From an optimization exercise on the open Yosys and OpenROAD flow, aimed at small area and a short achievable clock period; shortcuts taken in it are not production practice. RTL that was checked went through simulation tests only; none was proved equivalent to the original. No activity file was given, so power comes from the tool's default toggle rates.

== cedar ==
Design SIMD, start of the top module:
module SIMD(clk,rst,opcode,funct3,funct7,rd_data1,rd_data2,rd_data3,w_add,immed,instrc_add,wr_add,wr_data);
Size: roughly 1300 cells after synthesis, about 67 flip-flops, about 110 I/O pins, about 0.012 mm² of cells after synthesis.
export LEC_CHECK = 0
export CAP_MARGIN = 20
export CORE_MARGIN = 2
export CORE_UTILIZATION = 60
export CTS_BUF_LIST = sky130_fd_sc_hd__clkbuf_8
export SETUP_SLACK_MARGIN = 4
export SLEW_MARGIN = 20
export SYNTH_HIERARCHICAL = 1
export SYNTH_MINIMUM_KEEP_SIZE = 0
create_clock -name core_clock -period 10.6 [get_ports {clk}]
standard.sh (not shown) runs the stock make flow with config.mk's settings and CLKGATE_MAP_FILE= SYNTH_SCRIPT=/design/flow/synth_recipe.tcl, a recipe that flattens the netlist after the stock synthesis.
==> flow/flow/run.sh <==
#!/bin/bash
# The standard layout with two changes after synthesis (which is the
# standard one, unchanged): the port buffers that placement inserts start as
# buf_1 instead of the default delay buffer, and the resizer may swap a cell
# for one of another footprint.
set -e
bash standard.sh synth > synth.log 2>&1
export BUFFER_PORTS_ARGS="-buffer_cell sky130_fd_sc_hd__buf_1"
bash standard.sh MATCH_CELL_FOOTPRINT=0 finish > layout.log 2>&1
In summary, cedar completed successfully, with a layout that passed the timing, DRC and antenna checks.
What violet does differently from cedar at the input level:
- a change of CTS_BUF_LIST from sky130_fd_sc_hd__clkbuf_8 to sky130_fd_sc_hd__clkbuf_4 sky130_fd_sc_hd__clkbuf_8
--- outcome ---
cedar reached the final stage; the timing, DRC and antenna checks on its layout passed. violet ended with every stage complete and zero timing, DRC or antenna violations. On sequential-cell power consumption, violet and cedar are basically level. Re proportion of total power due to net switching: no difference whatsoever between violet and cedar. Total chip power across violet and cedar: no real change. Share of total power in combinational logic of cedar is on par with violet. Between cedar and violet, the non-clock buffer instance count of the final layout figures differ only marginally. Summary of violet over cedar: final setup TNS ~0 delta; synthesized area closely matched the old numbers; buffers inserted during post-CTS setup optimization comparable; maximum operating frequency stayed essentially flat; proportion of synthesized chip area in sequential cells held steady.
#### Input delta (raven over violet)
- CORE_UTILIZATION changed from 60 to 55
- CTS_BUF_LIST changed from sky130_fd_sc_hd__clkbuf_4 sky130_fd_sc_hd__clkbuf_8 to sky130_fd_sc_hd__clkbuf_8
==> comparison <==
- Summary of the comparison: biggest cell delay along the critical path is higher in raven, relative to violet.
- Diff violet -> raven: hold slack decreased 0.0049 ns; horizontal die dimension climbed 6.4 µm.
Changes in quartz relative to raven:
- GPL_ROUTABILITY_DRIVEN now 0, previously not set
- CORE_UTILIZATION now 60, was 55
Results
No stage failed in quartz, and the final checks on the layout all came back clean. | global-route track usage on met1 | quartz vs raven | 4.2 points higher |. Looking at area growth from synthesis to layout, quartz sits 0.60 points above raven. | initial antenna violation count | quartz vs raven | 3 lower |. Between raven and quartz, the number of buffers other than clock buffers in the final layout is lower for raven. Final hold slack: raven and quartz compared, lower one is raven. Taking raven as the reference, in quartz power per cell area fell 0.98 mW/mm², time the final worst path needs with I/O delays and setup now sits higher, die height saw a decrease.
## Diff of input files: yarrow against quartz
- CTS_BUF_LIST changed from sky130_fd_sc_hd__clkbuf_8 to sky130_fd_sc_hd__clkbuf_8 sky130_fd_sc_hd__clkbuf_16
- GPL_ROUTABILITY_DRIVEN removed (was 0)
Notes after the runs:
- The lower time the worst path needs with I/O delays and setup of quartz and yarrow is in quartz.
- Summed instance area of the synthesized netlist essentially unchanged between quartz and yarrow.
- yarrow vs quartz — portion of total power attributed to the clock network rose 4.8 points.
- Looking at number of standard cells in the layout, taps in and fillers out, yarrow sits below quartz.
- The aggregate routed wire length of yarrow and that of quartz are within noise of each other.
- quartz -> yarrow: number of clock buffers inserted by TritonCTS delta 0, exact match
- Diff quartz and yarrow: largest fanout on the critical path lower in yarrow
- Relative to quartz, yarrow degrades worst-case hold slack.
- yarrow against quartz: total power higher, worst setup slack lower.

## main
Another version of the RTL of SIMD (not shown whole).
For scale: ~110 I/O pins, ~0.013 mm^2 of cells after synthesis.
clock: 10.6 ns
lec_check: 0
cap_margin: 20
core_margin: 2
core_utilization: 50
setup_slack_margin: 4
slew_margin: 20
synth_hierarchical: 1
synth_minimum_keep_size: 0
Scripts as last shown in full above: flow/flow/run.sh
main reached the final stage; the timing, DRC and antenna checks on its layout passed.
Here is what was changed in the inputs of the feature branch compared with main.
# main
export LEC_CHECK = 0
export CAP_MARGIN = 20
export CORE_MARGIN = 2
export CORE_UTILIZATION = 50
export SETUP_SLACK_MARGIN = 4
export SLEW_MARGIN = 20
export SYNTH_HIERARCHICAL = 1
export SYNTH_MINIMUM_KEEP_SIZE = 0
create_clock -name core_clock -period 10.6 [get_ports {clk}]
# the feature branch
export LEC_CHECK = 0
export CAP_MARGIN = 20
export CORE_MARGIN = 2
export CORE_UTILIZATION = 60
export SETUP_SLACK_MARGIN = 4.5
export SLEW_MARGIN = 20
export SYNTH_HIERARCHICAL = 1
export SYNTH_MINIMUM_KEEP_SIZE = 0
create_clock -name core_clock -period 10.6 [get_ports {clk}]
Notes after the runs:
As far as count of clock-buffer cells in the layout goes, main and the feature branch are indistinguishable; the numbers are identical. Compared with main, in the feature branch final worst setup slack grew by 340 ps; final setup TNS essentially unchanged. Status: insertion delay of the later-clocked pin in the worst-skew pair parity (the feature branch, main). Going from main to the feature branch, worst setup slack after placement shrinks by 570 ps. The final reports for the feature branch and main show average wire length per cell after detail routing higher in the former. Cmp the feature branch vs main: pin count of the biggest net entering global routing lower in the feature branch. Run comparison: main top layer used by detailed routing met4; the feature branch top layer used by detailed routing met5. main → the feature branch: clock network power shows an increase of 14%, combinational fraction of design power shows an increase of 0.9 points, wire length of the first global-routing pass shows a reduction of 1.1%.

Setup of P:
Starting RTL as in the previous note.
==> flow/design.v (excerpt) <==
module SIMD(clk,rst,opcode,funct3,funct7,rd_data1,rd_data2,rd_data3,w_add,immed,instrc_add,wr_add,wr_data);
input clk;
input rst;
input [6:0] opcode;
input [2:0] funct3;
input [6:0] funct7;
input [15:0] rd_data1;
input [15:0] rd_data2;
input [15:0] rd_data3;
input [4:0] w_add;
input [11:0] immed;
output [6:0] instrc_add;
output [4:0] wr_add;
output [15:0] wr_data;
wire alu = (opcode == 7'b0111011);
wire mac = (opcode == 7'b1001011);
wire shl = (opcode == 7'b0100011) | (opcode == 7'b1010011);
wire shr = (opcode == 7'b1100011);
wire m16 = (funct3 == 3'b001);
wire m8  = (funct3 == 3'b010);
wire m4  = (funct3 == 3'b100);
wire op_add  = alu & (funct7 == 7'b0000000);
wire op_sub  = alu & (funct7 == 7'b0100000);
wire op_mul  = alu & (funct7 == 7'b1000001);
wire op_mulh = alu & (funct7 == 7'b1000010);
wire op_madd  = mac & (funct7[1:0] == 2'b01);
wire op_maddh = mac & (funct7[1:0] == 2'b10);
wire op_and = alu & (funct7 == 7'b0001000);
wire op_or  = alu & (funct7 == 7'b0010000);
wire op_xor = alu & (funct7 == 7'b0011000);
wire op_not = alu & (funct7 == 7'b0110000);
wire lov = op_add | op_sub | op_mul | op_madd;    
wire hiv = op_mulh | op_maddh;                    
wire [15:0] imm = {{4{immed[10]}}, immed};
wire [3:0] k = imm[3:0];
wire shz = |imm[15:4];                            
wire k0 = (k == 4'd0);
wire lg = op_and | op_or | op_xor | op_not;
wire sel_lo16 = lg | (m16 & lov) | (shl & ~shz) | (shr & k0 & ~shz);
wire sel_hi16 = (m16 & hiv) | (shr & ~k0 & ~shz);
wire ar = opcode[3];                   
wire bmul = opcode[6] | funct7[6];     
wire blog = funct7[4] | funct7[3];     
wire addsub = ar & ~bmul & ~blog;
wire sub = addsub & funct7[5];
wire sgn = ar & ~opcode[6] & funct7[6] & funct7[1];    
wire s4 = sgn & funct3[2];
wire s8 = sgn & funct3[1];
  ...
Settings: LEC_CHECK=0, CAP_MARGIN=20, CORE_MARGIN=2, CORE_UTILIZATION=60, SETUP_SLACK_MARGIN=3.5, SLEW_MARGIN=20, SYNTH_HIERARCHICAL=1, SYNTH_MINIMUM_KEEP_SIZE=0; clock period 10.6 ns.
Scripts as last shown in full above: flow/flow/run.sh
Inputs modified between P and Q:
- SETUP_SLACK_MARGIN: 3.5 -> 4
==> comparison <==
- P and Q ended up with roughly the same routing usage on met1.
- Routed wire length delta for Q relative to P: about 0.6% higher
- Setup slack, Q and P, higher one = Q.
- Diff P -> Q: cell-internal power has increased, post-layout total power increased by 38 µW relative to the old numbers.

Another version of the RTL of SIMD (not shown whole).
Size in the first run: ~82 flip-flops, about 110 I/O pins, about 14000 um^2 of cells after synthesis.
## SIMD
module SIMD(clk,rst,opcode,funct3,funct7,rd_data1,rd_data2,rd_data3,w_add,immed,instrc_add,wr_add,wr_data);
input clk;
input rst;
input [6:0] opcode;
input [2:0] funct3;
input [6:0] funct7;
input [15:0] rd_data1;
input [15:0] rd_data2;
input [15:0] rd_data3;
input [4:0] w_add;
input [11:0] immed;
output [6:0] instrc_add;
output [4:0] wr_add;
output [15:0] wr_data;
wire alu = (opcode == 7'b0111011);
wire mac = (opcode == 7'b1001011);
wire shl = (opcode == 7'b0100011) | (opcode == 7'b1010011);
wire shr = (opcode == 7'b1100011);
wire m16 = (funct3 == 3'b001);
wire m8  = (funct3 == 3'b010);
wire m4  = (funct3 == 3'b100);
wire mv  = m16 | m8 | m4;
wire op_add  = alu & (funct7 == 7'b0000000) & mv;
wire op_sub  = alu & (funct7 == 7'b0100000) & mv;
wire op_mul  = alu & (funct7 == 7'b1000001) & mv;
wire op_mulh = alu & (funct7 == 7'b1000010) & mv;
wire op_madd  = mac & (funct7[1:0] == 2'b01) & mv;
wire op_maddh = mac & (funct7[1:0] == 2'b10) & mv;
wire op_and = alu & (funct7 == 7'b0001000);
wire op_or  = alu & (funct7 == 7'b0010000);
wire op_xor = alu & (funct7 == 7'b0011000);
wire op_not = alu & (funct7 == 7'b0110000);
wire bmul = op_mul | op_mulh | op_madd | op_maddh;
wire hi = op_mulh | op_maddh;
wire lg = op_and | op_or | op_xor | op_not | shl | shr;
wire ar = opcode[3];                  
wire bsel = opcode[6] | funct7[6];    
wire blog = funct7[4] | funct7[3];    
wire sgn = ar & ~opcode[6] & funct7[6] & funct7[1];    
wire s4 = sgn & funct3[2];
wire s8 = sgn & funct3[1];
wire s16 = sgn & funct3[0];
wire i_16 = s16;
wire i_4 = s4;
wire i_4_8 = s4 | s8;
wire i_4_8_16 = s4 | s8 | s16;
wire i_8 = s8;
wire i_8_16 = s8 | s16;
wire [15:0] a = rd_data2;
wire [15:0] lane1 = {3'b000, funct3[2], 3'b000, ~funct3[0], 3'b000, funct3[2], 4'b0001};
wire [15:0] b = ~ar ? 16'h0000 : bsel ? rd_data1 : blog ? 16'h0000 : funct7[5] ? 16'hffff : lane1;
wire [15:0] b8 = b & {16{~funct3[2]}};
wire [15:0] b16 = b & {16{funct3[0]}};
wire cen = ar & (opcode[6] | ~(funct7[6] | blog));
wire [15:0] csrc = {16{cen}} & (opcode[6] ? rd_data3 : rd_data1);
wire [31:0] cc = {4'h0,
                  csrc[15:12] & {4{funct3[2]}},
                  csrc[15:12] & {4{funct3[1]}},
                  csrc[11:8] & {4{~funct3[0]}},
                  csrc[15:12] & {4{funct3[0]}},
                  (csrc[11:8] & {4{funct3[0]}}) | (csrc[7:4] & {4{funct3[2]}}),
  ...
clock: 10.6 ns
lec_check: 0
cap_margin: 20
core_margin: 2
core_utilization: 40
setup_slack_margin: 5
slew_margin: 20
synth_hierarchical: 1
synth_minimum_keep_size: 0
run.sh (not shown) runs the stock make flow with config.mk's settings and CLKGATE_MAP_FILE= SYNTH_SCRIPT=/design/flow/synth_recipe.tcl, a recipe that flattens the netlist after the stock synthesis.
Stock flow here: none of the scripts above is used.
==> next run, changes <==
SETUP_SLACK_MARGIN = not set   (was 5)
Critical path depth shrinks by 2; fmax shrinks by 26%; clock power shrinks by 16%; setup slack got worse by 2200 ps; final area shrinks by 12%; power shrinks by 12%; die area stays the same; via count shrinks by 5.1%; global-route usage shrinks by 0.84 points.
No functional check of the RTL was part of any run of this note.

-- afterwards: timing with drivers on the ports --
Ports are ideal in the flow. The routed layouts listed here were re-timed in OpenROAD. Step 1 (the two cells are an assumption about what drives the block):
set clk [get_ports {clk}]
set_driving_cell -lib_cell sky130_fd_sc_hd__clkbuf_16 $clk
set_driving_cell -lib_cell sky130_fd_sc_hd__buf_2 [delete_from_list [all_inputs] $clk]
Step 2 also shifts input and output timing later by t, the mid clock arrival at the registers, as if the neighbouring blocks saw the same clock. Three values: ideal ports, drivers, drivers and shift; two values: the first two.
| run | t, ns | setup WS [ns] | worst data-port slew with drivers (ns) |
|---|---|---|---|
| cedar | 0.413 | 4.046 / 4.072 / 3.658 | 0.04 |
| violet | 0.413 | 4.046 / 4.072 / 3.658 | 0.04 |
| raven | 0.396 | 4.120 / 4.143 / 3.746 | 0.04 |
| quartz | 0.401 | 4.102 / 4.128 / 3.726 | 0.05 |
| yarrow | 0.391 | 4.085 / 4.118 / 3.727 | 0.04 |
| main | 0.366 | 3.962 / 3.976 / 3.609 | 0.04 |
| the feature branch | 0.385 | 4.303 / 4.322 / 3.938 | 0.14 |
| P | 0.370 | 3.690 / 3.718 / 3.347 | 0.04 |
| Q | 0.388 | 3.995 / 4.022 / 3.634 | 0.04 |
| the first run of note 4 | 0.389 | 4.303 / 4.313 / 3.924 | 0.09 |
| the second run of note 4 | 0.392 | 2.099 / 2.125 / 1.733 | 0.09 |
After both steps setup and hold are still met in every run listed.
